Source: an optimization exercise on an open RTL-to-GDS flow (aim: a short achievable clock period and few clock cycles). Production flows keep margins and buffers that such runs may drop. In this exercise RTL edits were held to simulation tests only and were not proved equivalent to the original. Power and IR drop assume default switching activity.

==> design.v <==
module MIPS
(
input clk_m,
input reset_m,
input  [31:0] mem_rdata,
output [31:0] mem_addr,
output [31:0] mem_wdata,
output        mem_we
);
localparam [31:0] RESET_PC = 32'h0040_0000;
reg  [31:0] addr_q;              
reg         we_q;
reg  [31:0] fpc;                 
reg         m_act;               
reg         dv, xv;              
reg         wenR;                
reg  [31:1] rv;                  
reg  [31:0] wd_q;
reg         m_ld, m_wen;
reg  [4:0]  m_rd;
reg  [31:0] ir, dpc4;            
reg         dpred;               
reg  [31:0] xa, xb, xs, x_alt;   
reg         ldfA, ldfB, ldfS;    
reg         ldnB;                
reg  [4:0]  x_rd;
reg         x_wen;
reg         x_sub, x_and, x_or, x_slt, x_ar;
reg         x_ld, x_st, x_br, x_bne, x_pred;
reg  [31:0] R;
reg  [4:0]  rdR;
assign mem_addr  = addr_q;
assign mem_wdata = wd_q;
assign mem_we    = we_q;
reg  [31:1] rs_oh, rt_oh;
wire [31:0] rf [1:31];
genvar gi;
generate
  for (gi = 1; gi < 32; gi = gi + 1) begin : g_rf
    reg [31:0] q;
    always @(posedge clk_m) begin
      if (wenR && rdR == gi)
        q <= R;
    end
    always @(posedge clk_m or negedge reset_m) begin
      if (!reset_m)
        rv[gi] <= 1'b0;
      else if (wenR && rdR == gi)
        rv[gi] <= 1'b1;
    end
    assign rf[gi] = q;
  end
endgenerate
reg [31:0] rf_rs, rf_rt;
integer ri;
always @(*) begin
  rf_rs = 32'h0;
  rf_rt = 32'h0;
  for (ri = 1; ri < 32; ri = ri + 1) begin
    rf_rs = rf_rs | ({32{rs_oh[ri] & rv[ri]}} & rf[ri]);
    rf_rt = rf_rt | ({32{rt_oh[ri] & rv[ri]}} & rf[ri]);
  end
end
wire [5:0]  op  = ir[31:26];
wire [4:0]  rs  = ir[25:21];
wire [4:0]  rt  = ir[20:16];
wire [4:0]  rd  = ir[15:11];
wire [5:0]  fn  = ir[5:0];
wire [31:0] simm = {{16{ir[15]}}, ir[15:0]};
wire [31:0] zimm = {16'h0, ir[15:0]};
wire d_r    = (op == 6'h00);
wire d_j    = (op == 6'h02);
wire d_beq  = (op == 6'h04);
wire d_bne  = (op == 6'h05);
wire d_br   = d_beq | d_bne;
wire d_slti = (op == 6'h0a);
wire d_andi = (op == 6'h0c);
wire d_ori  = (op == 6'h0d);
wire d_lui  = (op == 6'h0f);
wire d_ld   = (op == 6'h23);
wire d_st   = (op == 6'h2b);
wire d_rsub = d_r & (fn == 6'h22 || fn == 6'h23);
wire d_rand = d_r & (fn == 6'h24);
wire d_ror  = d_r & (fn == 6'h25);
wire d_rslt = d_r & (fn == 6'h2a);
wire d_sub  = d_rsub | d_rslt | d_slti;
wire [4:0] d_dst = d_r ? rd : rt;
wire       d_wen = !(d_j | d_br | d_st) && d_dst != 5'd0;
wire [31:0] rs_v = (wenR && rdR == rs) ? R : rf_rs;
wire [31:0] rt_v = (wenR && rdR == rt) ? R : rf_rt;
wire        d_bimm = !(d_r | d_br);
wire [31:0] d_b    = d_lui ? {ir[15:0], 16'h0} :
                     (d_andi | d_ori) ? zimm :
                     d_bimm ? simm : rt_v;
wire [31:0] d_a    = d_lui ? 32'h0 : rs_v;
wire x_fw   = xv & x_wen;
wire d_mA   = x_fw & (x_rd == rs) & !d_lui;
wire d_mB   = x_fw & (x_rd == rt) & !d_bimm;
wire d_mS   = x_fw & (x_rd == rt);
wire [31:0] d_btgt = dpc4 + {simm[29:0], 2'b00};
wire        d_pred = dpred;
wire [31:0] sum = xa + xb + {31'b0, x_sub};
wire        lt  = (xa[31] == xb[31]) ? xa[31] : sum[31];    
wire [31:0] lg  = ({32{x_and}} & (xa & xb)) | ({32{x_or}} & (xa | xb)) |
                  {31'b0, x_slt & lt};
wire [31:0] res = x_ar ? sum : lg;
wire        eq  = (xa == xb);
wire        mispred = xv & x_br & ((eq ^ x_bne) ^ x_pred);
wire        x_go    = xv & (x_ld | x_st);       
wire        x_alu   = xv & x_wen & !x_ld;       
wire [31:0] fpc4    = fpc + 32'd4;
wire [5:0]  f_op    = mem_rdata[31:26];
wire        f_j     = (f_op == 6'h02);
wire        f_bp    = (f_op == 6'h04 || f_op == 6'h05) && f_short && f_blo[6];
wire [31:0] f_jt    = {fpc4[31:28], mem_rdata[25:0], 2'b00};
wire        f_short = &mem_rdata[15:6];
wire [6:0]  f_blo   = {1'b0, fpc4[7:2]} + {1'b0, mem_rdata[5:0]};
wire [31:0] f_bt    = {fpc4[31:8], f_blo[5:0], 2'b00};
wire [31:0] f_next  = f_j ? f_jt : f_bp ? f_bt : fpc4;
wire [31:0] nfpc    = mispred ? x_alt : f_next;
wire        fA = x_alu & d_mA;
wire        fB = x_alu & d_mB;
wire        fS = x_alu & d_mS;
wire [31:0] sum_b = sum ^ {32{d_sub}};
wire [31:0] lg_b  = lg ^ {32{d_sub}};
wire [31:0] db_b  = d_b ^ {32{d_sub}};
wire [31:0] xa_n = (fA & x_ar) ? sum   : fA ? lg   : d_a;
wire [31:0] xb_n = (fB & x_ar) ? sum_b : fB ? lg_b : db_b;
wire [31:0] xs_n = (fS & x_ar) ? sum   : fS ? lg   : rt_v;
always @(posedge clk_m or negedge reset_m) begin
  if (!reset_m) begin
    fpc    <= RESET_PC;
    m_act  <= 1'b0;
    dv     <= 1'b0;
    xv     <= 1'b0;
    wenR   <= 1'b0;
  end else begin
    if (m_act) begin
      m_act  <= 1'b0;
      if (m_ld)
        wenR <= m_wen;
    end else begin
      if (x_alu)
        wenR <= 1'b1;
      m_act  <= x_go;
      fpc    <= {nfpc[31:2], 2'b00};   
      xv     <= dv & !mispred;
      dv     <= !mispred;
    end
  end
end
always @(posedge clk_m) begin
  if (!reset_m) begin
    addr_q <= RESET_PC;
    we_q   <= 1'b0;
  end else if (m_act) begin
    addr_q <= fpc;
    we_q   <= 1'b0;
  end else begin
    addr_q <= x_go ? sum : nfpc;
    we_q   <= x_go & x_st;
  end
end
always @(posedge clk_m) begin
  wd_q <= xs;                    
  if (m_act) begin
    if (m_ld) begin
      R   <= mem_rdata;
      rdR <= m_rd;
      if (ldfA) xa <= mem_rdata;
      if (ldfB) xb <= ldnB ? ~mem_rdata : mem_rdata;
      if (ldfS) xs <= mem_rdata;
    end
    ldfA <= 1'b0;
    ldfB <= 1'b0;
    ldfS <= 1'b0;
  end else begin
    if (x_alu) begin
      R   <= res;
      rdR <= x_rd;
    end
    m_ld  <= x_ld;
    m_rd  <= x_rd;
    m_wen <= x_wen;
    xa     <= xa_n;
    xb     <= xb_n;
    xs     <= xs_n;
    ldfA   <= x_go & x_ld & x_wen & d_mA;
    ldfB   <= x_go & x_ld & x_wen & d_mB;
    ldfS   <= x_go & x_ld & x_wen & d_mS;
    ldnB   <= x_go & x_ld & x_wen & d_mB & d_sub;
    x_rd   <= d_dst;
    x_wen  <= d_wen;
    x_sub  <= d_sub;
    x_and  <= d_rand | d_andi;
    x_or   <= d_ror | d_ori;
    x_slt  <= d_rslt | d_slti;
    x_ar   <= !(d_rand | d_andi | d_ror | d_ori | d_rslt | d_slti);
    x_ld   <= d_ld;
    x_st   <= d_st;
    x_br   <= d_br;
    x_bne  <= d_bne;
    x_pred <= d_pred;
    x_alt  <= d_pred ? dpc4 : d_btgt;
    ir   <= mem_rdata;
    for (ri = 1; ri < 32; ri = ri + 1) begin
      rs_oh[ri] <= (mem_rdata[25:21] == ri);
      rt_oh[ri] <= (mem_rdata[20:16] == ri);
    end
    dpred <= f_bp;
    dpc4 <= fpc4;
  end
end
endmodule
==> flow/run.sh <==
#!/bin/bash
# Layout flow: the standard flow (standard synthesis, floorplan, placement,
# CTS, routing), with the timing repair steps aiming for extra setup slack so
# that the layout closes at a shorter period than the design's clock.
set -euo pipefail
MARGIN=$(cat flow/setup_margin.txt)
bash standard.sh SETUP_SLACK_MARGIN=$MARGIN finish > standard_flow.log 2>&1
==> flow/setup_margin.txt <==
7.0
==> standard.sh <==
#!/bin/bash
# synth_recipe.tcl (not shown) runs the flow's synth.tcl, then flattens the netlist and writes it again
# the make line also repeats each setting of config.mk as NAME=value (left out here)
make -C /OpenROAD-flow-scripts/flow DESIGN_CONFIG=/design/flow/config.mk WORK_HOME=/design/flow/orfs CLKGATE_MAP_FILE= SYNTH_SCRIPT=/design/flow/synth_recipe.tcl "${@:-finish}"
==> config.mk <==
export PLATFORM = sky130hd
export DESIGN_NAME = MIPS
export DESIGN_NICKNAME = MIPS
export VERILOG_FILES = /design/flow/design.v
export SDC_FILE = /design/flow/constraint.sdc
export NUM_CORES = 4
export LEC_CHECK = 0
export CAP_MARGIN = 20
export CORE_MARGIN = 2
export CORE_UTILIZATION = 45
export SLEW_MARGIN = 20
==> constraint.sdc <==
create_clock -name core_clock -period 10.0 [get_ports {clk_m}]
set_input_delay 2.0000 -clock core_clock [delete_from_list [all_inputs] [get_ports {clk_m}]]
set_output_delay 2.0000 -clock core_clock [all_outputs]
set_load 0.01 [all_outputs]
==> results by group, run 1 <==
Power and ir drop
  – Pwr per Cell Area: 364 nW/um2
  – Tot Pwr: 29400 uW
  – Leak Pwr: 0.0276 uW
  – VDD IR max: 0.232 mV

Clock tree
  – CTS Hold Buffers Added: 0
  – H-tree levels: 4
  – CTS sink cnt: 1437
  – Clock transition at path regs: 0.07 ns
  – TritonCTS Buffers: 153
  – CTS tree: yes
  – Insertion delay to the later sink of the worst-skew pair: 0.85 ns
  – Clk buf depth: 3
  – Clk root buf: clkbuf_16

Yosys
  – Mapped Nets: 5244
  – Most area-hungry cell type in the Yosys netlist: edfxtp_1
  – Synth Warn #: 1
  – Synth async-reset ratio: 0.0452
  – Simple-Gate Fraction of Synth Area: 0.0898
  – Post-Syn Area: 65700 um2
  – Synth area leaders: edfxtp_1 (60%), a22oi_1 (5.8%), a22o_1 (2.7%), a221oi_1 (2.6%), dfrtp_1 (2.4%)
  – Proportion of synthesized area in mux cells: 0.0172
  – Main combinational cell family by area after synthesis: compound AO/OA/AOI/OAI gates
  – Adder-cell share of the synthesized area: 0.0203
  – Post-synth top area share: 0.596
  – Syn avg cell area: 12.9 um2
  – Synth Register Bits: 1437
  – Cell variety after synth: 88
  – Part of the Yosys area used for sequential elements: 0.641
  – EDFF count, synth: 1304
  – Synth Area in XOR/XNOR: 0.0196
  – Post-synthesis cell count: 5106
  – Post-synthesis compound-gate area fraction: 0.183
  – Main synth FF type: edfxtp_1

GRT
  – Initial antenna violation count: 13
  – Grt ovf: 0
  – Vias in the first global route: 51200
  – First-pass GRT wire length: 413 mm
  – GRT Util Overall: 0.403
  – Largest net degree at the start of global routing: 93

Placed design
  – IO Port Bufs: 98
  – Placed cells: 6876
  – Hpwl dp: 170 mm
  – Gp weighted congestion: 0.983

Routing
  – Starting DRT DRC Count: 10900
  – Post-DR vias/cell: 7.51
  – # DRC: 0
  – DRT Pass-1 Iters: 11
  – Remaining antenna violation count: 0
  – Vias: 55900
  – Wire per inst: 42.0 um
  – Post-Route WL: 313 mm

Timing
  – Max Slew Vio Count: 0
  – RSZ-0062 raised after global routing: yes
  – Final Setup Violations: 0
  – Worst slew margin: 0.182
  – Final setup TNS: 0 ns
  – Final worst-path cycle share: 0.352
  – Clk_skew: 0.0461 ns
  – Worst Tran Pin Value: 1.23 ns
  – Maximum clock frequency: 0.284 GHz
  – Fin crit period: 3.52 ns
  – Hold Vio Cnt, Final: 0

Critical path
  – Worst Reg-to-Reg Cells: 13
  – Crit Path Class: flip-flop to flip-flop
  – Startpoint Class: flip-flop
  – CP startpoint: xb[0]$_DFFE_PP_
  – CP Capture Point: xb[28]$_DFFE_PP_
  – Reg2Reg Capture Point: xb[28]$_DFFE_PP_
  – RR Startpoint: xb[0]$_DFFE_PP_
  – Endpoint class of the critical path: flip-flop
  – WP data arrival: 4.11 ns
  – CP Max Fanout: 5
  – CP required: 10.58 ns
  – R2R setup slack: 6.48 ns

Cells and area
  – Most frequent cells in the layout: edfxtp_1 (1304), a22oi_1 (508), buf_4 (283)
  – Multi-input logic area: 25300 um2
  – Fillers: 11600
  – Most common cell after layout, fill and taps aside: edfxtp_1
  – Post-route insts no fill: 7451
  – Final nets: 5547
  – P&R area growth vs syn: 22.9%
  – FF/Latch Area: 42200 um2
  – Share of layout cells above drive strength 1: 0.255

Die
  – Die ar.: 149000 um2
  – Core area: 145000 um2
  – Rows: 140
  – Starting Density: 0.452
  – IO Count: 99
  – Chip width: 386 um
  – Die H: 386 um

Run status
  – Status: timing/DRC/antenna clean

Run
  – Max Cap Viol: 0

Worst hold path
  – Worst min path class: flip-flop to flip-flop
## stage by stage
| step | worst slack (ns) | util | cell area (um2) | hold WS (ns) |
|---|---|---|---|---|
| 2_1_floorplan | 5.86 | - | 65900 | 0.323 |
| 3_3_place_gp | 4.75 | 0.476 | 69200 | 0.326 |
| 3_5_place_dp | 4.70 | 0.476 | 69200 | 0.327 |
| 4_1_cts | 6.57 | 0.533 | 77400 | 0.326 |
| 5_1_grt | 6.42 | 0.555 | 80700 | 0.333 |
| 6_report | 6.48 | 0.555 | 80700 | 0.312 |
## per-layer routing
| layer | part of all wire | wire, um | track usage | up-vias |
|---|---|---|---|---|
| met4 | 0.094 | 29600 | 0.271 | 20 |
| li1 | - | - | - | 21000 |
| met2 | 0.40 | 125000 | 0.569 | 5905 |
| met1 | 0.33 | 102000 | 0.491 | 27200 |
| met5 | 0.0021 | 660 | 0.0198 | - |
| met3 | 0.18 | 55400 | 0.187 | 1811 |
## logic make-up (layout without fill, tap and decap cells)
family	count (synthesis)	after routing
xor+xnor	147	147
simple gates	1190	1195
fa+ha+maj	104	104
other cells	0	11
flops	1437	1437
buf+inv	499	911
mux	107	107
compound gates	1622	1622
## area by class of cell
class	count	area share
clock inverter	78	0.0109
timing repair buffer	535	0.0671
multi-input combinational	3175	0.313
clock buffer	191	0.0503
sequential	1437	0.523
inverter	107	0.00525
antenna	11	0.000341
tap	1917	0.0297
## power by group
part / total (uW) / internal, uW / switching, uW
combinational: 13600 / 4850 / 8760
clock: 5740 / 3170 / 2570
sequential: 10000 / 8940 / 1080
## flip-flops by register name, indices dropped and copies added, names as in the netlist, 32 cells and up
| name | count |
|---|---|
| addr_q | 32 |
| g_rf.q | 992 |
| wd_q | 32 |
| xb | 32 |
| R | 32 |
| ir | 32 |
| xs | 32 |
| xa | 32 |
## cell usage after synthesis (68+ instances only)
cell / n
nor3_1: 102
nand4_1: 128
edfxtp_1: 1304
nand3_1: 154
o21ai_0: 171
and2_1: 68
dfxtp_1: 68
a22oi_1: 508
nor2_1: 279
a22o_1: 201
a221oi_1: 196
ha_1: 100
inv_1: 105
nand2_1: 247
xnor2_1: 92
a21oi_1: 172
clkbuf_1: 317
## worst max-delay path, cell delays in order (launching register included)
cell and delay (ns):
edfxtp_1 0.41, fa_2 0.33, inv_2 0.06, fa_2 0.35
nand2b_4 0.16, a21oi_4 0.14, o221a_4 0.30, a21oi_4 0.11
o211a_1 0.27, or3b_4 0.42, a41oi_4 0.27, o22ai_2 0.15
a21oi_2 0.16, o22ai_2 0.10
## worst min path at each step
stage	slack, ns	to	from	cells after the start
after floorplan	0.32	wd_q[0]$_DFF_P_	xs[0]$_DFFE_PP_	0
after global placement	0.33	wd_q[18]$_DFF_P_	xs[18]$_DFFE_PP_	0
after detailed placement	0.33	wd_q[6]$_DFF_P_	xs[6]$_DFFE_PP_	0
after CTS	0.33	wd_q[15]$_DFF_P_	xs[15]$_DFFE_PP_	0
after global routing	0.33	wd_q[15]$_DFF_P_	xs[15]$_DFFE_PP_	0
final	0.31	wd_q[15]$_DFF_P_	xs[15]$_DFFE_PP_	0
## what timing repair did
action	4_1_cts	5_1_grt
pin swaps	137	250
setup endpoints to repair	372	628
buffers inserted	125	156
cloned	6	7
resized for setup	892	433
Testbench counts, summed over its fixed seeds: cycles 22,124.
==> run 2, diff against run 1 <==
--- a/design.v
+++ b/design.v
@@ -1,2 +1,32 @@
+module ks_add #(parameter W = 32)
+(
+  input  [W-1:0] a,
+  input  [W-1:0] b,
+  input          cin,
+  output [W-1:0] s
+);
+  localparam L = 5;               
+  wire [W-1:0] g [0:L];
+  wire [W-1:0] p [0:L];
+  wire [W-1:0] h = a ^ b;
+  assign g[0] = (a & b) | {{(W-1){1'b0}}, h[0] & cin};
+  assign p[0] = h;
+  genvar i, k;
+  generate
+    for (k = 0; k < L; k = k + 1) begin : g_lvl
+      for (i = 0; i < W; i = i + 1) begin : g_bit
+        if (i >= (1 << k)) begin : g_comb
+          assign g[k+1][i] = g[k][i] | (p[k][i] & g[k][i-(1<<k)]);
+          assign p[k+1][i] = p[k][i] & p[k][i-(1<<k)];
+        end else begin : g_pass
+          assign g[k+1][i] = g[k][i];
+          assign p[k+1][i] = p[k][i];
+        end
+      end
+    end
+  endgenerate
+  wire [W-1:0] c = {g[L][W-2:0], cin};
+  assign s = h ^ c;
+endmodule
 module MIPS
 (
@@ -11,5 +41,5 @@
 reg  [31:0] addr_q;              
 reg         we_q;
-reg  [31:0] fpc;                 
+reg  [31:0] rpc;                 
 reg         m_act;               
 reg         dv, xv;              
@@ -24,4 +54,5 @@
 reg         ldfA, ldfB, ldfS;    
 reg         ldnB;                
+reg  [31:0] sa, sb;              
 reg  [4:0]  x_rd;
 reg         x_wen;
@@ -87,6 +118,7 @@
 wire [4:0] d_dst = d_r ? rd : rt;
 wire       d_wen = !(d_j | d_br | d_st) && d_dst != 5'd0;
-wire [31:0] rs_v = (wenR && rdR == rs) ? R : rf_rs;
-wire [31:0] rt_v = (wenR && rdR == rt) ? R : rf_rt;
+reg         byp_s, byp_t;
+wire [31:0] rs_v = byp_s ? R : rf_rs;
+wire [31:0] rt_v = byp_t ? R : rf_rt;
 wire        d_bimm = !(d_r | d_br);
 wire [31:0] d_b    = d_lui ? {ir[15:0], 16'h0} :
@@ -100,5 +132,6 @@
 wire [31:0] d_btgt = dpc4 + {simm[29:0], 2'b00};
 wire        d_pred = dpred;
-wire [31:0] sum = xa + xb + {31'b0, x_sub};
+wire [31:0] sum;
+ks_add #(32) u_sum (.a(xa), .b(xb), .cin(x_sub), .s(sum));
 wire        lt  = (xa[31] == xb[31]) ? xa[31] : sum[31];    
 wire [31:0] lg  = ({32{x_and}} & (xa & xb)) | ({32{x_or}} & (xa | xb)) |
@@ -109,14 +142,27 @@
 wire        x_go    = xv & (x_ld | x_st);       
 wire        x_alu   = xv & x_wen & !x_ld;       
-wire [31:0] fpc4    = fpc + 32'd4;
+wire [31:0] fpc4    = {addr_q[31:2] + 30'd1, 2'b00};
 wire [5:0]  f_op    = mem_rdata[31:26];
 wire        f_j     = (f_op == 6'h02);
-wire        f_bp    = (f_op == 6'h04 || f_op == 6'h05) && f_short && f_blo[6];
+wire        f_bp    = (f_op == 6'h04 || f_op == 6'h05) && f_short && f_c6;
 wire [31:0] f_jt    = {fpc4[31:28], mem_rdata[25:0], 2'b00};
 wire        f_short = &mem_rdata[15:6];
 wire [6:0]  f_blo   = {1'b0, fpc4[7:2]} + {1'b0, mem_rdata[5:0]};
+wire [63:0] f_ctab;
+genvar ck;
+generate
+  for (ck = 0; ck < 64; ck = ck + 1) begin : g_ctab
+    assign f_ctab[ck] = ({1'b0, fpc4[7:2]} + ck) >= 64;
+  end
+endgenerate
+wire        f_c6    = f_ctab[mem_rdata[5:0]];
 wire [31:0] f_bt    = {fpc4[31:8], f_blo[5:0], 2'b00};
-wire [31:0] f_next  = f_j ? f_jt : f_bp ? f_bt : fpc4;
-wire [31:0] nfpc    = mispred ? x_alt : f_next;
+wire        f_sel   = reset_m & !m_act & !x_go & !mispred & (f_j | f_bp);
+wire [31:0] f_raddr = f_j ? f_jt : f_bt;
+wire [31:0] d_jtgt  = {dpc4[31:28], ir[25:0], 2'b00};
+wire [31:0] resume  = (dv & d_j) ? d_jtgt : (dv & d_pred) ? d_btgt : rpc;
+wire [31:0] a_early = !reset_m ? RESET_PC : m_act ? resume : x_go ? sum :
+                      mispred ? x_alt : fpc4;
+wire [31:0] addr_n  = f_sel ? f_raddr : a_early;
 wire        fA = x_alu & d_mA;
 wire        fB = x_alu & d_mB;
@@ -128,7 +174,14 @@
 wire [31:0] xb_n = (fB & x_ar) ? sum_b : fB ? lg_b : db_b;
 wire [31:0] xs_n = (fS & x_ar) ? sum   : fS ? lg   : rt_v;
+wire        wenR_n = m_act ? (m_ld ? m_wen : wenR) : (x_alu | wenR);
+wire [4:0]  rdR_n  = m_act ? (m_ld ? m_rd : rdR) : (x_alu ? x_rd : rdR);
+wire [4:0]  nrs    = m_act ? rs : mem_rdata[25:21];
+wire [4:0]  nrt    = m_act ? rt : mem_rdata[20:16];
+always @(posedge clk_m) begin
+  byp_s <= wenR_n && rdR_n == nrs;
+  byp_t <= wenR_n && rdR_n == nrt;
+end
 always @(posedge clk_m or negedge reset_m) begin
   if (!reset_m) begin
-    fpc    <= RESET_PC;
     m_act  <= 1'b0;
     dv     <= 1'b0;
@@ -144,5 +197,4 @@
         wenR <= 1'b1;
       m_act  <= x_go;
-      fpc    <= {nfpc[31:2], 2'b00};   
       xv     <= dv & !mispred;
       dv     <= !mispred;
@@ -151,14 +203,6 @@
 end
 always @(posedge clk_m) begin
-  if (!reset_m) begin
-    addr_q <= RESET_PC;
-    we_q   <= 1'b0;
-  end else if (m_act) begin
-    addr_q <= fpc;
-    we_q   <= 1'b0;
-  end else begin
-    addr_q <= x_go ? sum : nfpc;
-    we_q   <= x_go & x_st;
-  end
+  addr_q <= addr_n;
+  we_q   <= reset_m & !m_act & x_go & x_st;
 end
 always @(posedge clk_m) begin
@@ -168,8 +212,8 @@
       R   <= mem_rdata;
       rdR <= m_rd;
-      if (ldfA) xa <= mem_rdata;
-      if (ldfB) xb <= ldnB ? ~mem_rdata : mem_rdata;
       if (ldfS) xs <= mem_rdata;
     end
+    xa <= ldfA ? mem_rdata : sa;
+    xb <= ldfB ? (ldnB ? ~mem_rdata : mem_rdata) : sb;
     ldfA <= 1'b0;
     ldfB <= 1'b0;
@@ -185,4 +229,6 @@
     xa     <= xa_n;
     xb     <= xb_n;
+    sa     <= xa_n;
+    sb     <= xb_n;
     xs     <= xs_n;
     ldfA   <= x_go & x_ld & x_wen & d_mA;
@@ -210,4 +256,5 @@
     dpred <= f_bp;
     dpc4 <= fpc4;
+    rpc  <= fpc4;
   end
 end
==> results by group, run 2 <==
Run status
  – Status: timing/DRC/antenna clean (unchanged)

Yosys
  – Mapped Nets: 5502 (was 5244)
  – Synth Register Bits: 1473 (was 1437)
  – Cell variety after synth: 98 (was 88)
  – Synth area leaders: edfxtp_1 (58%), a22oi_1 (5.9%), dfxtp_1 (4.1%), a221oi_1 (2.7%), a22o_1 (2.7%) (was edfxtp_1 (60%), a22oi_1 (5.8%), a22o_1 (2.7%), a221oi_1 (2.6%), dfrtp_1 (2.4%))
  – Part of the Yosys area used for sequential elements: 0.630 (was 0.641)
  – Main synth FF type: edfxtp_1 (unchanged)
  – Syn avg cell area: 12.6 um2 (was 12.9 um2)
  – Post-synth top area share: 0.576 (was 0.596)
  – Post-Syn Area: 67700 um2 (was 65700 um2)
  – Post-synth top cells: edfxtp_1 (1299), a22oi_1 (536), clkbuf_1 (314) (was edfxtp_1 (1304), a22oi_1 (508), clkbuf_1 (317))
  – Synth Warn #: 2 (was 1)
  – Post-synthesis cell count: 5362 (was 5106)
  – Synth async-reset ratio: 0.0238 (was 0.0452)
  – EDFF count, synth: 1299 (was 1304)
  – Top-count cell post-synth: edfxtp_1 (unchanged)
  – Most area-hungry cell type in the Yosys netlist: edfxtp_1 (unchanged)

Routing
  – Routed wl met2: 132 mm (was 125 mm)
  – Starting DRT DRC Count: 11500 (was 10900)
  – DR top layer: met5 (unchanged)
  – # DRC: 0 (unchanged)
  – Wire per inst: 40.9 um (was 42.0 um)
  – Met1 Wirelength: 104 mm (was 102 mm)
  – Post-DR vias/cell: 7.34 (was 7.51)
  – Remaining antenna violation count: 0 (unchanged)
  – Vias: 57700 (was 55900)
  – Post-Route WL: 322 mm (was 313 mm)
  – Wire length on met3: 52.3 mm (was 55.4 mm)
  – DRT Pass-1 Iters: 8 (was 11)

Timing
  – Max Slew Vio Count: 0 (unchanged)
  – RSZ-0062 raised after global routing: yes (unchanged)
  – Worst Tran Pin Value: 1.20 ns (was 1.23 ns)
  – Hold Vio Cnt, Final: 0 (unchanged)
  – Fin crit period: 3.56 ns (was 3.52 ns)
  – Worst slew margin: 0.198 (was 0.182)
  – Final setup TNS: 0 ns (unchanged)
  – Final worst-path cycle share: 0.356 (was 0.352)
  – Final Setup Violations: 0 (unchanged)
  – Clk_skew: 0.0286 ns (was 0.0461 ns)
  – Maximum clock frequency: 0.281 GHz (was 0.284 GHz)

Cells and area
  – Final nets: 5843 (was 5547)
  – Design Area, Final: 83000 um2 (was 80700 um2)
  – Share of layout cells above drive strength 1: 0.243 (was 0.255)
  – FF/Latch Area: 42800 um2 (was 42200 um2)
  – Max reg flops: 992 (unchanged)
  – Largest register by flop count: g_rf.q (unchanged)
  – Fillers: 12100 (was 11600)
  – Core Util, Final: 0.555 (about the same)
  – P&R area growth vs syn: 22.5% (was 22.9%)
  – Most frequent cells in the layout: edfxtp_1 (1299), a22oi_1 (535), buf_4 (315) (was edfxtp_1 (1304), a22oi_1 (508), buf_4 (283))
  – Multi-input logic area: 26300 um2 (was 25300 um2)
  – Most common cell after layout, fill and taps aside: edfxtp_1 (unchanged)

Critical path
  – CP required: 10.56 ns (was 10.58 ns)
  – Endpoint class of the critical path: flip-flop (unchanged)
  – Crit Path Class: flip-flop to flip-flop (unchanged)
  – Startpoint Class: flip-flop (unchanged)
  – CP Max Fanout: 5 (unchanged)
  – WP data arrival: 4.12 ns (was 4.11 ns)

GRT
  – Grt ovf: 0 (unchanged)
  – Largest net degree at the start of global routing: 134 (was 93)
  – Vias in the first global route: 53500 (was 51200)
  – First-pass GRT wire length: 430 mm (was 413 mm)
  – GRT Util Overall: 0.406 (was 0.403)
  – Initial antenna violation count: 13 (unchanged)

Placed design
  – Hpwl dp: 174 mm (was 170 mm)
  – IO Port Bufs: 98 (unchanged)
  – Gp weighted congestion: 0.966 (was 0.983)
  – Dpl cell area: 71400 um2 (was 69200 um2)

Clock tree
  – H-tree levels: 4 (unchanged)
  – CTS sink cnt: 1473 (was 1437)
  – Insertion delay to the later sink of the worst-skew pair: 0.83 ns (was 0.85 ns)
  – CTS Hold Buffers Added: 0 (unchanged)
  – Clk buf depth: 3 (unchanged)
  – TritonCTS Buffers: 156 (was 153)
  – Clock transition at path regs: 0.06 ns (was 0.07 ns)
  – Clk root buf: clkbuf_16 (unchanged)
  – CTS tree: yes (unchanged)

Run
  – Max Cap Viol: 0 (unchanged)

Die
  – Core area: 150000 um2 (was 145000 um2)
  – IO Count: 99 (unchanged)
  – Starting Density: 0.453 (was 0.452)
  – Chip width: 392 um (was 386 um)
  – Rows: 142 (was 140)
  – Die ar.: 154000 um2 (was 149000 um2)
  – Die H: 392 um (was 386 um)

Worst hold path
  – Worst min path class: flip-flop to flip-flop (unchanged)

Power and ir drop
  – Tot Pwr: 29100 uW (was 29400 uW)
  – Leak Pwr: 0.0288 uW (was 0.0276 uW)
  – VDD IR max: 0.226 mV (was 0.232 mV)
  – Pwr per Cell Area: 351 nW/um2 (was 364 nW/um2)
run 2: cell count changes after synthesis, moves of 27 or more:
cell      delta
a22oi_1     +28
or4_1       +36
mux2i_1     +42
a21oi_1     +97
o32a_1      +28
o211ai_1    -27
dfrtp_1     -29
nor3_1      -51
a222oi_1    -58
a31oi_1     -47
nand3_1     +53
dfxtp_1     +71
run 2: where the power goes:
group | switching, uW | leakage (uW) | internal (uW)
logic | 8510 | 0.0126 | 4640
registers | 948 | 0.0136 | 8940
clock network | 2640 | 0.00255 | 3430
total | 12100 | 0.0288 | 17000
run 2: worst max-delay path: stages, from the launching register on:
cell and delay [ns]:
edfxtp_1 0.39, fa_2 0.40, buf_4 0.16, buf_6 0.10, buf_6 0.10, buf_6 0.11
a21oi_4 0.13, nand4b_1 0.21, nand3_4 0.17, nand3_4 0.20, a31oi_4 0.13, buf_6 0.15
a21oi_4 0.22, a41oi_2 0.20, nor2_1 0.13, nor3_1 0.07, a21oi_2 0.42
run 2: cell type report:
cell class	instances	area share
Multi-Input combinational cell	3373	0.317
Timing Repair Buffer	573	0.0669
Tap cell	2016	0.0304
Antenna cell	10	0.000301
Inverter	126	0.00611
Clock inverter	99	0.0138
Clock buffer	191	0.0495
Sequential cell	1473	0.516
run 2: cell families after synthesis:
kind of cell,after synthesis,synth area share
multiplexers,130,0.0197
adder cells (fa/ha/maj),107,0.0202
buffers and inverters,521,0.0298
flip-flops,1473,0.630
XOR/XNOR,171,0.0221
AO/OA/AOI/OAI,1766,0.189
AND/OR/NAND/NOR,1194,0.0889
run 2: stage by stage:
| stage | std cells | hold slack (ns) | worst slack (ns) |
|---|---|---|---|
| 6_report | 7861 | 0.325 | 6.44 |
| 5_1_grt | 7853 | 0.338 | 6.40 |
| 4_1_cts | 7738 | 0.333 | 6.47 |
| 3_5_place_dp | 7255 | 0.329 | 4.21 |
| 3_3_place_gp | 7253 | 0.328 | 4.04 |
| 2_1_floorplan | 5362 | 0.323 | 6.07 |
run 2: routing by layer:
metal  vias to the layer above  track usage
met2                      5823        0.585
met5                         -      0.00574
met4                        13        0.308
li1                      22100            -
met1                     27900        0.485
met3                      1826        0.163
run 2: path summary, 6_finish.rpt:
check	from	end	cells after the start	slack [ns]
worst min register to register	xs[19]$_DFFE_PP_	wd_q[19]$_DFF_P_	0	0.33
min in group asynchronous	reset_m	wenR$_DFFE_PN0P_	2	1.19
worst max register to register	x_sub$_DFFE_PN_	xs[0]$_DFFE_PP_	16	6.44
max in group asynchronous	reset_m	rv[7]$_DFFE_PN0P_	2	8.47
worst max-delay path	x_sub$_DFFE_PN_	xs[0]$_DFFE_PP_	16	6.44
worst min-delay path	xs[19]$_DFFE_PP_	wd_q[19]$_DFF_P_	0	0.33
run 2: repair_timing:
action / CTS / global route
setup endpoints to repair: 322 / 339
gates cloned: 6 / 2
resized for setup: 987 / 307
buffers inserted: 187 / 110
pin swaps: 156 / 130
Testbench counts of run 2, summed over its fixed seeds: cycles 22,124.
==> run 3, diff against run 2 <==
--- a/design.v
+++ b/design.v
@@ -52,11 +52,12 @@
 reg         dpred;               
 reg  [31:0] xa, xb, xs, x_alt;   
-reg         ldfA, ldfB, ldfS;    
+reg         ldfA, ldfB;          
+reg         fwS;                 
 reg         ldnB;                
-reg  [31:0] sa, sb;              
 reg  [4:0]  x_rd;
 reg         x_wen;
 reg         x_sub, x_and, x_or, x_slt, x_ar;
 reg         x_ld, x_st, x_br, x_bne, x_pred;
+reg         x_n0, x_n1;          
 reg  [31:0] R;
 reg  [4:0]  rdR;
@@ -140,4 +141,7 @@
 wire        eq  = (xa == xb);
 wire        mispred = xv & x_br & ((eq ^ x_bne) ^ x_pred);
+wire        d_rdr    = dv & (d_j | d_pred);
+wire        mis_skip = mispred & x_n1 & !d_rdr;
+wire        mis_full = mispred & !x_n0 & !(x_n1 & !d_rdr);
 wire        x_go    = xv & (x_ld | x_st);       
 wire        x_alu   = xv & x_wen & !x_ld;       
@@ -158,14 +162,13 @@
 wire        f_c6    = f_ctab[mem_rdata[5:0]];
 wire [31:0] f_bt    = {fpc4[31:8], f_blo[5:0], 2'b00};
-wire        f_sel   = reset_m & !m_act & !x_go & !mispred & (f_j | f_bp);
+wire        f_sel   = reset_m & !m_act & !x_go & !mis_full & (f_j | f_bp);
 wire [31:0] f_raddr = f_j ? f_jt : f_bt;
 wire [31:0] d_jtgt  = {dpc4[31:28], ir[25:0], 2'b00};
 wire [31:0] resume  = (dv & d_j) ? d_jtgt : (dv & d_pred) ? d_btgt : rpc;
 wire [31:0] a_early = !reset_m ? RESET_PC : m_act ? resume : x_go ? sum :
-                      mispred ? x_alt : fpc4;
+                      mis_full ? x_alt : fpc4;
 wire [31:0] addr_n  = f_sel ? f_raddr : a_early;
 wire        fA = x_alu & d_mA;
 wire        fB = x_alu & d_mB;
-wire        fS = x_alu & d_mS;
 wire [31:0] sum_b = sum ^ {32{d_sub}};
 wire [31:0] lg_b  = lg ^ {32{d_sub}};
@@ -173,5 +176,4 @@
 wire [31:0] xa_n = (fA & x_ar) ? sum   : fA ? lg   : d_a;
 wire [31:0] xb_n = (fB & x_ar) ? sum_b : fB ? lg_b : db_b;
-wire [31:0] xs_n = (fS & x_ar) ? sum   : fS ? lg   : rt_v;
 wire        wenR_n = m_act ? (m_ld ? m_wen : wenR) : (x_alu | wenR);
 wire [4:0]  rdR_n  = m_act ? (m_ld ? m_rd : rdR) : (x_alu ? x_rd : rdR);
@@ -197,6 +199,6 @@
         wenR <= 1'b1;
       m_act  <= x_go;
-      xv     <= dv & !mispred;
-      dv     <= !mispred;
+      xv     <= dv & !mis_full & !mis_skip;
+      dv     <= !mis_full;
     end
   end
@@ -207,16 +209,14 @@
 end
 always @(posedge clk_m) begin
-  wd_q <= xs;                    
+  wd_q <= fwS ? R : xs;
   if (m_act) begin
     if (m_ld) begin
       R   <= mem_rdata;
       rdR <= m_rd;
-      if (ldfS) xs <= mem_rdata;
-    end
-    xa <= ldfA ? mem_rdata : sa;
-    xb <= ldfB ? (ldnB ? ~mem_rdata : mem_rdata) : sb;
+    end
+    if (ldfA) xa <= mem_rdata;
+    if (ldfB) xb <= ldnB ? ~mem_rdata : mem_rdata;
     ldfA <= 1'b0;
     ldfB <= 1'b0;
-    ldfS <= 1'b0;
   end else begin
     if (x_alu) begin
@@ -229,10 +229,8 @@
     xa     <= xa_n;
     xb     <= xb_n;
-    sa     <= xa_n;
-    sb     <= xb_n;
-    xs     <= xs_n;
+    xs     <= rt_v;
+    fwS    <= d_mS;
     ldfA   <= x_go & x_ld & x_wen & d_mA;
     ldfB   <= x_go & x_ld & x_wen & d_mB;
-    ldfS   <= x_go & x_ld & x_wen & d_mS;
     ldnB   <= x_go & x_ld & x_wen & d_mB & d_sub;
     x_rd   <= d_dst;
@@ -248,4 +246,6 @@
     x_bne  <= d_bne;
     x_pred <= d_pred;
+    x_n0   <= (ir[15:0] == 16'd0);
+    x_n1   <= (ir[15:0] == 16'd1);
     x_alt  <= d_pred ? dpc4 : d_btgt;
     ir   <= mem_rdata;
==> results by group, run 3 <==
Clock tree
  – Insertion delay to the later sink of the worst-skew pair: 0.86 ns (was 0.83 ns)
  – Clk root buf: clkbuf_16 (unchanged)
  – CTS Hold Buffers Added: 0 (unchanged)
  – Clk buf depth: 3 (unchanged)
  – Clock transition at path regs: 0.06 ns (about the same)
  – CTS tree: yes (unchanged)
  – H-tree levels: 4 (unchanged)
  – TritonCTS Buffers: 151 (was 156)
  – CTS sink cnt: 1411 (was 1473)

Routing
  – DRT Pass-1 Iters: 14 (was 8)
  – Remaining antenna violation count: 0 (unchanged)
  – Starting DRT DRC Count: 13800 (was 11500)
  – Post-Route WL: 350 mm (was 322 mm)
  – Wire per inst: 45.4 um (was 40.9 um)
  – # DRC: 0 (unchanged)
  – Post-DR vias/cell: 7.96 (was 7.34)
  – Vias: 61400 (was 57700)

Timing
  – Maximum clock frequency: 0.280 GHz (was 0.281 GHz)
  – Final setup TNS: 0 ns (unchanged)
  – Final worst-path cycle share: 0.357 (was 0.356)
  – RSZ-0062 raised after global routing: yes (unchanged)
  – Fin crit period: 3.57 ns (was 3.56 ns)
  – Final Setup Violations: 0 (unchanged)
  – Clk_skew: 0.0769 ns (was 0.0286 ns)
  – Hold Vio Cnt, Final: 0 (unchanged)
  – Worst Tran Pin Value: 1.29 ns (was 1.20 ns)
  – Worst slew margin: 0.142 (was 0.198)
  – Max Slew Vio Count: 0 (unchanged)

Critical path
  – Reg2Reg Capture Point: addr_q[16]$_DFF_P_ (was xs[0]$_DFFE_PP_)
  – CP Max Fanout: 7 (was 5)
  – CP startpoint: mem_rdata[1] (was x_sub$_DFFE_PN_)
  – RR Startpoint: m_act$_DFF_PN0_ (was x_sub$_DFFE_PN_)
  – Startpoint Class: input port (was flip-flop)
  – Endpoint class of the critical path: flip-flop (unchanged)
  – Crit Path Class: input port to flip-flop (was flip-flop to flip-flop)
  – CP Capture Point: addr_q[2]$_DFF_P_ (was xs[0]$_DFFE_PP_)
  – R2R setup slack: 6.48 ns (was 6.44 ns)
  – CP required: 10.73 ns (was 10.56 ns)
  – WP data arrival: 4.30 ns (was 4.12 ns)
  – Worst Reg-to-Reg Cells: 7 (was 16)

Yosys
  – Part of the Yosys area used for sequential elements: 0.626 (was 0.630)
  – Main synth FF type: edfxtp_1 (unchanged)
  – Synth area leaders: edfxtp_1 (59%), a22oi_1 (4.8%), a221oi_1 (3.3%), a22o_1 (3.1%), dfxtp_1 (2.2%) (was edfxtp_1 (58%), a22oi_1 (5.9%), dfxtp_1 (4.1%), a221oi_1 (2.7%), a22o_1 (2.7%))
  – Synth Area in XOR/XNOR: 0.0192 (was 0.0221)
  – Top-count cell post-synth: edfxtp_1 (unchanged)
  – Simple-Gate Fraction of Synth Area: 0.102 (was 0.0889)
  – Mapped Nets: 5375 (was 5502)
  – Adder-cell share of the synthesized area: 0.0208 (was 0.0202)
  – Most area-hungry cell type in the Yosys netlist: edfxtp_1 (unchanged)
  – EDFF count, synth: 1302 (was 1299)
  – Post-synth top area share: 0.590 (was 0.576)
  – Post-Syn Area: 66300 um2 (was 67700 um2)
  – Synth async-reset ratio: 0.0248 (was 0.0238)
  – Post-synth top cells: edfxtp_1 (1302), a22oi_1 (420), clkbuf_1 (300) (was edfxtp_1 (1299), a22oi_1 (536), clkbuf_1 (314))
  – Syn avg cell area: 12.7 um2 (was 12.6 um2)
  – Synth Warn #: 2 (unchanged)
  – Cell variety after synth: 94 (was 98)
  – Post-synthesis compound-gate area fraction: 0.185 (was 0.189)
  – Post-synthesis cell count: 5233 (was 5362)
  – Synth Register Bits: 1411 (was 1473)
  – Proportion of synthesized area in mux cells: 0.0183 (was 0.0197)
  – Main combinational cell family by area after synthesis: compound AO/OA/AOI/OAI gates (unchanged)

Cells and area
  – Share of layout cells above drive strength 1: 0.259 (was 0.243)
  – P&R area growth vs syn: 24.0% (was 22.5%)
  – Core Util, Final: 0.563 (was 0.555)
  – Largest register by flop count: g_rf.q (unchanged)
  – Most common cell after layout, fill and taps aside: edfxtp_1 (unchanged)
  – Fillers: 11700 (was 12100)
  – Max reg flops: 992 (unchanged)
  – Final nets: 5772 (was 5843)
  – Most frequent cells in the layout: edfxtp_1 (1302), a22oi_1 (409), buf_4 (351) (was edfxtp_1 (1299), a22oi_1 (535), buf_4 (315))
  – Multi-input logic area: 26300 um2 (about the same)
  – FF/Latch Area: 41600 um2 (was 42800 um2)

Die
  – Rows: 140 (was 142)
  – Chip width: 388 um (was 392 um)
  – IO Count: 99 (unchanged)
  – Starting Density: 0.454 (was 0.453)
  – Core area: 146000 um2 (was 150000 um2)
  – Die ar.: 150000 um2 (was 154000 um2)
  – Die H: 388 um (was 392 um)

Power and ir drop
  – Leak Pwr: 0.0284 uW (was 0.0288 uW)
  – Pwr per Cell Area: 334 nW/um2 (was 351 nW/um2)
  – VDD IR max: 0.189 mV (was 0.226 mV)

GRT
  – Largest net degree at the start of global routing: 80 (was 134)
  – Initial antenna violation count: 27 (was 13)
  – First-pass GRT wire length: 458 mm (was 430 mm)
  – GRT Util Overall: 0.445 (was 0.406)
  – Vias in the first global route: 54600 (was 53500)
  – Grt ovf: 0 (unchanged)

Placed design
  – IO Port Bufs: 98 (unchanged)
  – Gp weighted congestion: 1.01 (was 0.966)
  – Hpwl dp: 189 mm (was 174 mm)

Worst hold path
  – Worst min path class: flip-flop to flip-flop (unchanged)

Run
  – Max Cap Viol: 0 (unchanged)

Run status
  – Status: timing/DRC/antenna clean (unchanged)
## run 3: cell type report
class | instances | share of cell area
Clock buffer | 199 | 0.0508
Timing Repair Buffer | 616 | 0.0776
Sequential cell | 1411 | 0.507
Inverter | 101 | 0.00486
Clock inverter | 79 | 0.00922
Tap cell | 1917 | 0.0292
Multi-Input combinational cell | 3349 | 0.320
Antenna cell | 51 | 0.00155
## run 3: worst min-delay path by stage
stage / startpoint / end / cells past startpoint
3_3_place_gp: xs[14]$_DFFE_PN_ / wd_q[14]$_DFF_P_ / 1
4_1_cts: xs[10]$_DFFE_PN_ / wd_q[10]$_DFF_P_ / 1
2_1_floorplan: x_ld$_DFFE_PN_ / m_ld$_DFFE_PN_ / 0
5_1_grt: xs[14]$_DFFE_PN_ / wd_q[14]$_DFF_P_ / 1
3_5_place_dp: xs[10]$_DFFE_PN_ / wd_q[10]$_DFF_P_ / 1
6_report: xs[10]$_DFFE_PN_ / wd_q[10]$_DFF_P_ / 1
## run 3: cells by family (layout without fill, tap and decap cells)
group / Yosys count / in the layout
AO/OA/AOI/OAI: 1653 / 1656
flip-flops: 1411 / 1411
AND/OR/NAND/NOR: 1325 / 1328
buffers and inverters: 479 / 995
XOR/XNOR: 142 / 142
multiplexers: 115 / 115
adder cells (fa/ha/maj): 108 / 108
other: 0 / 51
## run 3: worst max-delay path: stages
cell and delay [ns]:
buf_12 0.11, and2_4 0.17, o31ai_4 0.24, o31ai_2 0.09
a211oi_1 0.26, o211ai_1 0.18, a2111oi_4 0.32, buf_4 0.17
buf_6 0.13, o2111a_2 0.27, buf_12 0.16, nor2_2 0.04
a31oi_1 0.16
## run 3: power breakdown
group          internal, uW  total [uW]  switching (uW)
logic                  4080       12300            8230
clock network          3170        5710            2540
registers              8600        9450             856
## run 3: repair_timing
action	CTS	global route
pin swaps	130	145
setup buffers	240	68
cloned	22	4
hold endpoints to repair	0	0
resized for setup	992	324
setup endpoints to repair	260	216
## run 3: routing by layer
| metal | part of all wire | GRT usage | vias to the layer above |
|---|---|---|---|
| met4 | 0.098 | 0.308 | 28 |
| met2 | 0.38 | 0.588 | 7411 |
| met3 | 0.20 | 0.245 | 2262 |
| met5 | 0.0019 | 0.00383 | - |
| met1 | 0.33 | 0.547 | 29700 |
| li1 | - | - | 22000 |
## run 3: metrics by stage
stage               total power [uW]  cell area, um2  hold WS (ns)  instances  worst slack (ns)
floorplan                      13900           66300         0.424       5233              6.05
global placement               18300           69900         0.456       7059              4.37
detailed placement             18400           70000         0.458       7059              4.33
CTS                            25600           80000         0.473       7599              6.52
global route                   27600           82000         0.492       7677              6.40
finish                         27500           82100         0.472       7723              6.43
Testbench counts of run 3, summed over its fixed seeds: cycles 21,962.
==> run 4, diff against run 3 <==
--- a/design.v
+++ b/design.v
@@ -149,17 +149,9 @@
 wire [5:0]  f_op    = mem_rdata[31:26];
 wire        f_j     = (f_op == 6'h02);
-wire        f_bp    = (f_op == 6'h04 || f_op == 6'h05) && f_short && f_c6;
+wire        f_bp    = (f_op == 6'h04 || f_op == 6'h05) && f_short;
 wire [31:0] f_jt    = {fpc4[31:28], mem_rdata[25:0], 2'b00};
-wire        f_short = &mem_rdata[15:6];
-wire [6:0]  f_blo   = {1'b0, fpc4[7:2]} + {1'b0, mem_rdata[5:0]};
-wire [63:0] f_ctab;
-genvar ck;
-generate
-  for (ck = 0; ck < 64; ck = ck + 1) begin : g_ctab
-    assign f_ctab[ck] = ({1'b0, fpc4[7:2]} + ck) >= 64;
-  end
-endgenerate
-wire        f_c6    = f_ctab[mem_rdata[5:0]];
-wire [31:0] f_bt    = {fpc4[31:8], f_blo[5:0], 2'b00};
+wire        f_short = (&mem_rdata[15:3]) & (|fpc4[7:5]);
+wire [5:0]  f_blo   = fpc4[7:2] + mem_rdata[5:0];
+wire [31:0] f_bt    = {fpc4[31:8], f_blo, 2'b00};
 wire        f_sel   = reset_m & !m_act & !x_go & !mis_full & (f_j | f_bp);
 wire [31:0] f_raddr = f_j ? f_jt : f_bt;
==> results by group, run 4 <==
Run status
  – Status: timing/DRC/antenna clean (unchanged)

Timing
  – Hold Vio Cnt, Final: 0 (unchanged)
  – Final setup TNS: 0 ns (unchanged)
  – Maximum clock frequency: 0.286 GHz (was 0.280 GHz)
  – Final worst-path cycle share: 0.349 (was 0.357)
  – Final Setup Violations: 0 (unchanged)
  – RSZ-0062 raised after global routing: yes (unchanged)
  – Worst Tran Pin Value: 1.17 ns (was 1.29 ns)
  – Fin crit period: 3.49 ns (was 3.57 ns)
  – Clk_skew: 0.0418 ns (was 0.0769 ns)
  – Max Slew Vio Count: 0 (unchanged)
  – Setup ws final: 6.51 ns (was 6.43 ns)
  – Worst slew margin: 0.217 (was 0.142)

Power and ir drop
  – Seq pwr share: 0.347 (was 0.344)
  – VDD IR max: 0.183 mV (was 0.189 mV)
  – Tot Pwr: 27200 uW (was 27500 uW)
  – Leak Pwr: 0.0281 uW (was 0.0284 uW)
  – P_int: 16000 uW (was 15800 uW)
  – Gate power share: 0.445 (was 0.448)
  – Pwr per Cell Area: 338 nW/um2 (was 334 nW/um2)
  – Switch Pwr: 11200 uW (was 11600 uW)
  – Sw Ratio: 0.412 (was 0.423)
  – Clock power share: 0.208 (about the same)

GRT
  – First-pass GRT wire length: 427 mm (was 458 mm)
  – GRT Util Overall: 0.419 (was 0.445)
  – Initial antenna violation count: 23 (was 27)
  – Grt ovf: 0 (unchanged)
  – Largest net degree at the start of global routing: 101 (was 80)
  – Vias in the first global route: 52100 (was 54600)

Clock tree
  – Insertion delay to the later sink of the worst-skew pair: 0.83 ns (was 0.86 ns)
  – Clk buf depth: 3 (unchanged)
  – CTS sink cnt: 1411 (unchanged)
  – Clk root buf: clkbuf_16 (unchanged)
  – CTS tree: yes (unchanged)
  – H-tree levels: 4 (unchanged)
  – CTS Hold Buffers Added: 0 (unchanged)
  – TritonCTS Buffers: 149 (was 151)
  – Clock transition at path regs: 0.06 ns (about the same)

Run
  – Max Cap Viol: 0 (unchanged)

Worst hold path
  – Worst min path class: flip-flop to flip-flop (unchanged)
  – WHS Endpoint: wd_q[10]$_DFF_P_ (unchanged)
  – Hold path depth: 1 (unchanged)
  – Hold_sp: xs[10]$_DFFE_PN_ (unchanged)

Yosys
  – Most area-hungry cell type in the Yosys netlist: edfxtp_1 (unchanged)
  – Proportion of synthesized area in mux cells: 0.0230 (was 0.0183)
  – Mapped Nets: 5210 (was 5375)
  – Simple-Gate Fraction of Synth Area: 0.0850 (was 0.102)
  – Main synth FF type: edfxtp_1 (unchanged)
  – Synth area leaders: edfxtp_1 (60%), a22oi_1 (4.7%), a221oi_1 (3.7%), a22o_1 (3.7%), dfxtp_1 (2.3%) (was edfxtp_1 (59%), a22oi_1 (4.8%), a221oi_1 (3.3%), a22o_1 (3.1%), dfxtp_1 (2.2%))
  – Syn avg cell area: 12.9 um2 (was 12.7 um2)
  – Post-synth top area share: 0.597 (was 0.590)
  – Synth Register Bits: 1411 (unchanged)
  – Adder-cell share of the synthesized area: 0.0201 (was 0.0208)
  – Post-Syn Area: 65500 um2 (was 66300 um2)
  – Post-synth top cells: edfxtp_1 (1302), a22oi_1 (409), clkbuf_1 (297) (was edfxtp_1 (1302), a22oi_1 (420), clkbuf_1 (300))
  – Cell variety after synth: 102 (was 94)
  – Synth Area in XOR/XNOR: 0.0206 (was 0.0192)
  – Top-count cell post-synth: edfxtp_1 (unchanged)
  – Synth Warn #: 2 (unchanged)
  – Main combinational cell family by area after synthesis: compound AO/OA/AOI/OAI gates (unchanged)
  – EDFF count, synth: 1302 (unchanged)
  – Post-synthesis cell count: 5073 (was 5233)
  – Part of the Yosys area used for sequential elements: 0.633 (was 0.626)
  – Synth async-reset ratio: 0.0248 (unchanged)
  – Post-synthesis compound-gate area fraction: 0.188 (was 0.185)

Cells and area
  – Post-route insts no fill: 7468 (was 7723)
  – Most frequent cells in the layout: edfxtp_1 (1302), a22oi_1 (406), buf_4 (320) (was edfxtp_1 (1302), a22oi_1 (409), buf_4 (351))
  – Largest register by flop count: g_rf.q (unchanged)
  – Core Util, Final: 0.560 (was 0.563)
  – Final nets: 5572 (was 5772)
  – P&R area growth vs syn: 23.1% (was 24.0%)
  – Share of layout cells above drive strength 1: 0.256 (was 0.259)
  – Most common cell after layout, fill and taps aside: edfxtp_1 (unchanged)
  – Max reg flops: 992 (unchanged)

Critical path
  – Startpoint Class: flip-flop (was input port)
  – Endpoint class of the critical path: flip-flop (unchanged)
  – Crit Path Class: flip-flop to flip-flop (was input port to flip-flop)
  – CP required: 10.52 ns (was 10.73 ns)
  – WP data arrival: 4.01 ns (was 4.30 ns)
  – CP Max Fanout: 4 (was 7)
  – Reg2Reg Capture Point: xb[26]$_DFFE_PP_ (was addr_q[16]$_DFF_P_)
  – RR Startpoint: xb[0]$_DFFE_PP_ (was m_act$_DFF_PN0_)
  – R2R setup slack: 6.51 ns (was 6.48 ns)
  – Worst Reg-to-Reg Cells: 14 (was 7)

Placed design
  – IO Port Bufs: 98 (unchanged)
  – Hpwl dp: 176 mm (was 189 mm)
  – Post-Place Setup Slack: 3.55 ns (was 4.33 ns)
  – Gp weighted congestion: 0.996 (was 1.01)
  – Placed cells: 6877 (was 7059)

Die
  – Die H: 385 um (was 388 um)
  – Rows: 139 (was 140)
  – Starting Density: 0.455 (was 0.454)
  – Core area: 144000 um2 (was 146000 um2)
  – IO Count: 99 (unchanged)
  – Die ar.: 149000 um2 (was 150000 um2)
  – Chip width: 385 um (was 388 um)

Routing
  – Post-DR vias/cell: 7.56 (was 7.96)
  – Post-Route WL: 322 mm (was 350 mm)
  – Routed wl met2: 131 mm (was 133 mm)
  – DR top layer: met5 (unchanged)
  – Starting DRT DRC Count: 11300 (was 13800)
  – DRT Pass-1 Iters: 12 (was 14)
  – # DRC: 0 (unchanged)
  – Wire per inst: 43.1 um (was 45.4 um)
  – Remaining antenna violation count: 0 (unchanged)
  – Wire length on met3: 54.7 mm (was 68.6 mm)
  – Vias: 56400 (was 61400)
  – Met1 Wirelength: 102 mm (was 114 mm)
-- run 4: cell families (layout without fill, tap and decap cells) --
family | after synthesis | after routing
AO/OA/AOI/OAI | 1641 | 1641
XOR/XNOR | 154 | 154
adder cells (fa/ha/maj) | 103 | 103
buffers and inverters | 510 | 989
flip-flops | 1411 | 1411
multiplexers | 142 | 142
other | 0 | 11
AND/OR/NAND/NOR | 1112 | 1114
-- run 4: area by class of cell --
class,instances,area [um2]
clock inverter,86,901
fill,11600,63400
tap,1903,2380
timing repair buffer,585,6180
multi-input combinational,3154,25100
antenna,11,27.5
inverter,134,527
clock buffer,184,3940
sequential,1411,41600
-- run 4: metrics by stage --
stage	hold slack (ns)	cell area [um2]
after floorplan	0.424	65600
after CTS	0.466	78300
after global placement	0.453	69200
final	0.472	80600
after global routing	0.475	80600
after detailed placement	0.450	69200
-- run 4: repair_timing --
| action | in CTS | in global routing |
|---|---|---|
| resized for setup | 965 | 268 |
| setup buffers | 174 | 107 |
| pin swaps | 182 | 147 |
| setup endpoints to repair | 293 | 292 |
| cloned | 13 | 8 |
-- run 4: worst max-delay path by stage --
stage / from / to / slack (ns) / depth (start not counted)
floorplan: mem_rdata[29] / addr_q[31]$_DFF_P_ / 6.08 / 8
global placement: mem_rdata[30] / addr_q[31]$_DFF_P_ / 3.66 / 8
detailed placement: mem_rdata[30] / addr_q[31]$_DFF_P_ / 3.55 / 8
CTS: xa[0]$_DFFE_PP_ / xa[28]$_DFFE_PP_ / 6.59 / 14
global route: xb[0]$_DFFE_PP_ / xa[28]$_DFFE_PP_ / 6.45 / 14
finish: xb[0]$_DFFE_PP_ / xb[26]$_DFFE_PP_ / 6.51 / 14
-- run 4: worst max-delay path, cell delays in order (launching register included) --
cell and delay [ns]:
edfxtp_1 0.43, fa_2 0.50, inv_2 0.09, fa_2 0.20, nand2b_4 0.13, a21o_4 0.14, a21oi_4 0.08, a211oi_4 0.22
buf_6 0.17, o31ai_2 0.07, a211o_1 0.36, a311oi_2 0.39, a31oi_1 0.10, mux2i_1 0.21, a21oi_2 0.08
-- run 4: power groups by stage --
stage,Sequential (uW),Combinational (uW),Clock [uW]
detailed placement,9570,8720,0
finish,9440,12100,5670
global route,9520,12300,5860
CTS,9470,10500,5640
floorplan,9430,4510,0
global placement,9550,8690,0
-- run 4: layer usage --
layer  vias up  global-route usage
li1      21100                   -
met1     27400               0.497
met2      6065               0.593
met3      1890               0.181
met4        20               0.330
met5         -              0.0140
Testbench counts of run 4, summed over its fixed seeds: cycles 22,004.
==> run 5, diff against run 4 <==
==> flow/setup_margin.txt (replaced) <==
7.5
==> results by group, run 5 <==
Yosys
  – Synth Warn #: 2 (unchanged)
  – Post-synth top area share: 0.597 (unchanged)
  – Post-Syn Area: 65500 um2 (unchanged)
  – Post-synth top cells: edfxtp_1 (1302), a22oi_1 (409), clkbuf_1 (297) (unchanged)
  – Top-count cell post-synth: edfxtp_1 (unchanged)
  – Post-synthesis cell count: 5073 (unchanged)
  – Cell variety after synth: 102 (unchanged)
  – Synth area leaders: edfxtp_1 (60%), a22oi_1 (4.7%), a221oi_1 (3.7%), a22o_1 (3.7%), dfxtp_1 (2.3%) (unchanged)
  – Main synth FF type: edfxtp_1 (unchanged)
  – Mapped Nets: 5210 (unchanged)
  – EDFF count, synth: 1302 (unchanged)
  – Synth Register Bits: 1411 (unchanged)
  – Most area-hungry cell type in the Yosys netlist: edfxtp_1 (unchanged)
  – Part of the Yosys area used for sequential elements: 0.633 (unchanged)
  – Syn avg cell area: 12.9 um2 (unchanged)
  – Synth async-reset ratio: 0.0248 (unchanged)

Routing
  – Post-DR vias/cell: 7.70 (was 7.56)
  – Starting DRT DRC Count: 12300 (was 11300)
  – Vias: 59200 (was 56400)
  – Post-Route WL: 334 mm (was 322 mm)
  – DRT Pass-1 Iters: 13 (was 12)
  – Remaining antenna violation count: 0 (unchanged)
  – Wire per inst: 43.5 um (was 43.1 um)
  – # DRC: 0 (unchanged)

Critical path
  – Crit Path Class: flip-flop to flip-flop (unchanged)
  – Endpoint class of the critical path: flip-flop (unchanged)
  – Worst Reg-to-Reg Cells: 16 (was 14)
  – CP startpoint: xb[0]$_DFFE_PP_ (unchanged)
  – CP required: 10.55 ns (was 10.52 ns)
  – R2R setup slack: 6.52 ns (was 6.51 ns)
  – Startpoint Class: flip-flop (unchanged)
  – WP data arrival: 4.03 ns (was 4.01 ns)
  – CP Max Fanout: 3 (was 4)
  – RR Startpoint: xb[0]$_DFFE_PP_ (unchanged)

Cells and area
  – Final nets: 5779 (was 5572)
  – Largest register by flop count: g_rf.q (unchanged)
  – Max reg flops: 992 (unchanged)
  – Most frequent cells in the layout: edfxtp_1 (1302), buf_4 (413), a22oi_1 (400) (was edfxtp_1 (1302), a22oi_1 (406), buf_4 (320))
  – Core Util, Final: 0.589 (was 0.560)
  – Share of layout cells above drive strength 1: 0.312 (was 0.256)
  – Fillers: 11100 (was 11600)
  – Most common cell after layout, fill and taps aside: edfxtp_1 (unchanged)
  – P&R area growth vs syn: 29.5% (was 23.1%)

Die
  – Core area: 144000 um2 (unchanged)
  – IO Count: 99 (unchanged)
  – Die H: 385 um (unchanged)
  – Starting Density: 0.455 (unchanged)
  – Rows: 139 (unchanged)
  – Die ar.: 149000 um2 (unchanged)
  – Chip width: 385 um (unchanged)

Clock tree
  – Insertion delay to the later sink of the worst-skew pair: 0.82 ns (was 0.83 ns)
  – Clk buf depth: 3 (unchanged)
  – TritonCTS Buffers: 150 (was 149)
  – Clock transition at path regs: 0.07 ns (was 0.06 ns)
  – H-tree levels: 4 (unchanged)
  – CTS Hold Buffers Added: 0 (unchanged)
  – CTS sink cnt: 1411 (unchanged)
  – Clk root buf: clkbuf_16 (unchanged)
  – CTS tree: yes (unchanged)

Timing
  – Maximum clock frequency: 0.287 GHz (was 0.286 GHz)
  – Final worst-path cycle share: 0.348 (was 0.349)
  – Final setup TNS: 0 ns (unchanged)
  – Final Setup Violations: 0 (unchanged)
  – Setup ws final: 6.52 ns (was 6.51 ns)
  – Worst Tran Pin Value: 1.21 ns (was 1.17 ns)
  – Fin crit period: 3.48 ns (was 3.49 ns)
  – Worst slew margin: 0.191 (was 0.217)
  – RSZ-0062 raised after global routing: yes (unchanged)
  – Max Slew Vio Count: 0 (unchanged)
  – Clk_skew: 0.0351 ns (was 0.0418 ns)
  – Hold Vio Cnt, Final: 0 (unchanged)

GRT
  – First-pass GRT wire length: 440 mm (was 427 mm)
  – GRT met3 Usage: 0.222 (was 0.181)
  – GR Util met1: 0.555 (was 0.497)
  – Met2 usage: 0.572 (was 0.593)
  – Vias in the first global route: 53500 (was 52100)
  – Largest net degree at the start of global routing: 91 (was 101)
  – Grt ovf: 0 (unchanged)
  – GRT Util Overall: 0.433 (was 0.419)
  – Initial antenna violation count: 35 (was 23)
  – Busiest grt layer: met2 (unchanged)

Placed design
  – Post-Place Setup Slack: 4.51 ns (was 3.55 ns)
  – Hpwl dp: 174 mm (was 176 mm)
  – Gp weighted congestion: 0.974 (was 0.996)
  – IO Port Bufs: 98 (unchanged)

Run
  – Max Cap Viol: 0 (unchanged)

Power and ir drop
  – VDD IR max: 0.186 mV (was 0.183 mV)
  – Pwr per Cell Area: 332 nW/um2 (was 338 nW/um2)
  – Tot Pwr: 28200 uW (was 27200 uW)
  – Leak Pwr: 0.0299 uW (was 0.0281 uW)

Worst hold path
  – Worst min path class: flip-flop to flip-flop (unchanged)
  – Hold path depth: 1 (unchanged)
  – Hold_sp: xs[19]$_DFFE_PN_ (was xs[10]$_DFFE_PN_)

Run status
  – Status: timing/DRC/antenna clean (unchanged)
## run 5: changes by cell type in the layout (fill, tap and decap cells not counted), sizes merged, moves of 4 or more
cell | before | now
diode | 11 | 26
clkinv | 56 | 44
dlygate4sd2 | 14 | 10
bufbuf | 6 | 13
clkbuf | 197 | 219
buf | 543 | 746
clkinvlp | 11 | 5
## run 5: where the power goes
group / total [uW] / internal [uW] / switching, uW
Sequential: 9590 / 8600 / 997
Combinational: 12700 / 4790 / 7940
Clock: 5870 / 3370 / 2490
## run 5: layout make-up
cell class	count	area (um2)	share of cell area
diodes	26	65.1	0.000767
clock buffers	206	4220	0.0497
clock inverters	69	798	0.00941
inverters	134	536	0.00631
multi-input cells	3154	26100	0.308
flip-flops and latches	1411	41600	0.490
well taps	1903	2380	0.0281
repair buffers	791	9100	0.107
## run 5: cell families after synthesis
logic type / share of synthesized area
compound gates: 0.188
flops: 0.633
simple gates: 0.0850
buf+inv: 0.0305
xor+xnor: 0.0206
mux: 0.0230
fa+ha+maj: 0.0201
## run 5: worst max-delay path, stage by stage, from the launching register on
cell      delay [ns]
edfxtp_1        0.39
fa_2            0.26
inv_2           0.05
fa_2            0.35
nand2b_4        0.15
a21o_1          0.20
buf_6           0.13
buf_6           0.11
buf_6           0.11
a211o_1         0.34
a21boi_2        0.17
o21a_1          0.19
o21ai_2         0.13
a31oi_4         0.27
o22ai_2         0.12
xnor2_1         0.17
o21ai_1         0.08
## run 5: path summary, 6_finish.rpt
check	to
min in group asynchronous	dv$_DFFE_PN0N_
worst max register to register	xb[14]$_DFFE_PP_
worst min register to register	wd_q[19]$_DFF_P_
worst max-delay path	xb[14]$_DFFE_PP_
max in group asynchronous	rv[13]$_DFFE_PN0P_
worst min-delay path	wd_q[19]$_DFF_P_
## run 5: routing by layer
layer,up-vias,wire [um]
met5,-,851
met1,28900,111000
met3,1941,65900
met2,6746,128000
met4,39,28900
li1,21600,-
## run 5: what timing repair did
action                     4_1_cts  5_1_grt
setup buffers                  361      109
setup endpoints to repair      523      325
cloned                          31        7
resized for setup             1256      303
pin swaps                      242      213
## run 5: stage by stage
stage / instance area (um2) / instances / hold WS (ns)
3_5_place_dp: 69600 / 6878 / 0.446
3_3_place_gp: 69600 / 6878 / 0.459
6_report: 84800 / 7694 / 0.475
5_1_grt: 84800 / 7669 / 0.491
2_1_floorplan: 66400 / 5073 / 0.424
4_1_cts: 82300 / 7545 / 0.460

afterwards: timing with drivers on the ports:
No port has a modelled driver above. Below, the same layouts with a new extraction and two added sets of constraints. Step 1 sets driving cells, clkbuf_16 on the clock port and buf_2 on the other inputs (assumed; they add their load-dependent delay and slew). Step 2 adds t to the input delays and takes it off the output delays; t is the mean of the earliest and latest rising clock arrival at the registers after step 1. Input paths then give back, and output paths get back, about the clock's delay inside the block. a / b / c = ideal ports / drivers / drivers and shift; a / b = the first two.
run	t, ns	setup WS [ns]	clock arrival spread, ns	slew at the worst register clock pin (ns)	cell pins on the clock port's net
run 1	0.905	6.478 / 6.478 / 5.642	0.050 / 0.050	0.07 / 0.07	1
run 2	0.893	6.439 / 6.439 / 5.675	0.034 / 0.034	0.07 / 0.07	1
run 3	0.898	6.434 / 6.467 / 5.569	0.078 / 0.078	0.07 / 0.07	1
run 4	0.897	6.508 / 6.508 / 5.773	0.044 / 0.044	0.07 / 0.07	1
run 5	0.889	6.521 / 6.521 / 5.790	0.039 / 0.039	0.07 / 0.07	1
After both steps setup and hold are still met in every run listed. For run 3, which loses most, drivers alone change the setup slack by +0.033 ns; drivers and shift together by -0.865 ns.
